This design comes from an exercise in tuning for small area and a short achievable clock period on the open sky130 flow, not from production work.
Only simulation tests tie the RTL to the original design; equivalence was not proved.
Power figures rest on the tool's default switching activity, not on a simulated workload.

// RGBtoGray
module RGBtoGray (r, g, b, valid_in, clk, rst, grayout, valid_out);
Size: ~4800 cells after synthesis, ~130 I/O pins, ~46000 um^2 of cells after synthesis.
==> flow/config.mk <==
export PLATFORM = sky130hd
export DESIGN_NAME = RGBtoGray
export DESIGN_NICKNAME = RGBtoGray
export VERILOG_FILES = /design/flow/design.v
export SDC_FILE = /design/flow/constraint.sdc
export NUM_CORES = 4
export LEC_CHECK = 0
export ABC_AREA = 1
export CAP_MARGIN = 20
export CORE_MARGIN = 2
export CORE_UTILIZATION = 40
export CTS_BUF_LIST = sky130_fd_sc_hd__clkbuf_8
export CTS_CLUSTER_DIAMETER = 45
export CTS_CLUSTER_SIZE = 12
export PLACE_DENSITY = 0.6
export SLEW_MARGIN = 20
==> flow/constraint.sdc <==
create_clock -name core_clock -period 12.0 [get_ports {clk}]
set_input_delay 2.4000 -clock core_clock [delete_from_list [all_inputs] [get_ports {clk}]]
set_output_delay 2.4000 -clock core_clock [all_outputs]
set_load 0.01 [all_outputs]
standard.sh (not shown) runs the stock make flow with config.mk's settings and CLKGATE_MAP_FILE= SYNTH_SCRIPT=/design/flow/synth_recipe.tcl, a recipe that flattens the netlist after the stock synthesis.
==> flow/flow/run.sh <==
#!/bin/bash
# 1. the standard synthesis (standard.sh synth), unchanged.
# 2. flow/invpush.py: full adders are self-dual, so an fa cell can take complemented inputs and
#    give complemented outputs; it flips fa cells where that needs fewer inverters. Registers,
#    ports and every register's and port's logic function stay as synthesis made them.
set -euo pipefail
R=orfs/results/${FLOW_PLATFORM}/RGBtoGray/base
bash standard.sh SETUP_SLACK_MARGIN=8 'BUFFER_PORTS_ARGS=-buffer_cell sky130_fd_sc_hd__buf_1' synth > synth.log 2>&1
python3 flow/invpush.py $R/1_2_yosys.v $R/1_2_yosys.inv.v > invpush.log 2>&1
mv $R/1_2_yosys.inv.v $R/1_2_yosys.v
rm -f $R/1_synth.odb
bash standard.sh SETUP_SLACK_MARGIN=8 'BUFFER_PORTS_ARGS=-buffer_cell sky130_fd_sc_hd__buf_1' finish > standard_flow.log 2>&1
Other scripts of this flow, unchanged in this note and not shown: flow/flow/invpush.py
The starting point completed with no timing, DRC or antenna violations.
==> next run, changes <==
CTS_CLUSTER_DIAMETER = 50   (was 45)
CTS_CLUSTER_SIZE = 16   (was 12)
Outcome: First-iteration DRC count falls by 3.5%; final cell count hardly moves; synthesized cell count does not change; sequential cell count stays the same; fmax stays flat; count of clock-buffer cells in the layout falls by 14.

RGBtoGray, a different RTL version from the one above (not shown whole).
For scale: about 4,700 cells after synthesis, about 0.045 mm² of cells after synthesis.
clock: 12.0 ns
lec_check: 0
abc_area: 1
cap_margin: 20
core_margin: 2
core_utilization: 60
cts_buf_list: sky130_fd_sc_hd__clkbuf_8
cts_cluster_diameter: 55
cts_cluster_size: 20
place_density: 0.8
slew_margin: 20
==> flow/flow/run.sh <==
#!/bin/bash
# 1. the standard synthesis (standard.sh synth), unchanged.
# 2. flow/invpush.py: full adders are self-dual, so an fa cell can take complemented inputs and
#    give complemented outputs; it flips fa cells where that needs fewer inverters. Registers,
#    ports and every register's and port's logic function stay as synthesis made them.
set -euo pipefail
R=orfs/results/${FLOW_PLATFORM}/RGBtoGray/base
bash standard.sh SETUP_SLACK_MARGIN=8.4 'BUFFER_PORTS_ARGS=-buffer_cell sky130_fd_sc_hd__buf_1' synth > synth.log 2>&1
python3 flow/invpush.py $R/1_2_yosys.v $R/1_2_yosys.inv.v > invpush.log 2>&1
mv $R/1_2_yosys.inv.v $R/1_2_yosys.v
rm -f $R/1_synth.odb
bash standard.sh SETUP_SLACK_MARGIN=8.4 'BUFFER_PORTS_ARGS=-buffer_cell sky130_fd_sc_hd__buf_1' finish > standard_flow.log 2>&1
Other scripts of this flow, unchanged in this note and not shown: flow/flow/invpush.py
Change:
--- a/flow/flow/run.sh
+++ b/flow/flow/run.sh
@@ -7,3 +7,3 @@
 R=orfs/results/${FLOW_PLATFORM}/RGBtoGray/base
-bash standard.sh SETUP_SLACK_MARGIN=8.4 'BUFFER_PORTS_ARGS=-buffer_cell sky130_fd_sc_hd__buf_1' synth > synth.log 2>&1
+bash standard.sh SETUP_SLACK_MARGIN=8.6 'BUFFER_PORTS_ARGS=-buffer_cell sky130_fd_sc_hd__buf_1' synth > synth.log 2>&1
 python3 flow/invpush.py $R/1_2_yosys.v $R/1_2_yosys.inv.v > invpush.log 2>&1
@@ -11,2 +11,2 @@
 rm -f $R/1_synth.odb
-bash standard.sh SETUP_SLACK_MARGIN=8.4 'BUFFER_PORTS_ARGS=-buffer_cell sky130_fd_sc_hd__buf_1' finish > standard_flow.log 2>&1
+bash standard.sh SETUP_SLACK_MARGIN=8.6 'BUFFER_PORTS_ARGS=-buffer_cell sky130_fd_sc_hd__buf_1' finish > standard_flow.log 2>&1
CTS_CLUSTER_DIAMETER = 50   (was 55)
CTS_CLUSTER_SIZE = 16   (was 20)
After rerunning: Wire length decreases by about 0.8%. Core utilization increases by 1.2 points. Power grows by 3.3%. Count of clock-buffer cells in the layout is higher by 19.

static timing again, ports no longer ideal:
In the flow no input, the clock included, has a driving cell. The finished layouts below were timed again as built, in two steps.
Step 1 sets driving cells, clkbuf_16 on the clock port and buf_2 on the other inputs (assumed; they add their load-dependent delay and slew).
Step 2 times the ports against the registers' clock, not the clock port: input delays grow and output delays shrink by t, the midpoint of the rising clock arrivals with the driver on.
Three values: ideal ports, drivers, drivers and shift; two values: the first two.
| run | t, ns | setup WS [ns] | worst setup path after step 2 | worst register clock-pin slew, ns |
|---|---|---|---|---|
| the first run of note 1 | 0.824 | 8.159 / 8.159 / 8.159 | register to register | 0.08 / 0.08 |
| the second run of note 1 | 0.816 | 8.150 / 8.150 / 8.150 | register to register | 0.10 / 0.10 |
| the first run of note 2 | 0.758 | 8.293 / 8.293 / 8.293 | register to register | 0.12 / 0.12 |
| the second run of note 2 | 0.768 | 8.413 / 8.381 / 8.413 | register to register | 0.10 / 0.10 |
After both steps every run listed still meets setup and hold.
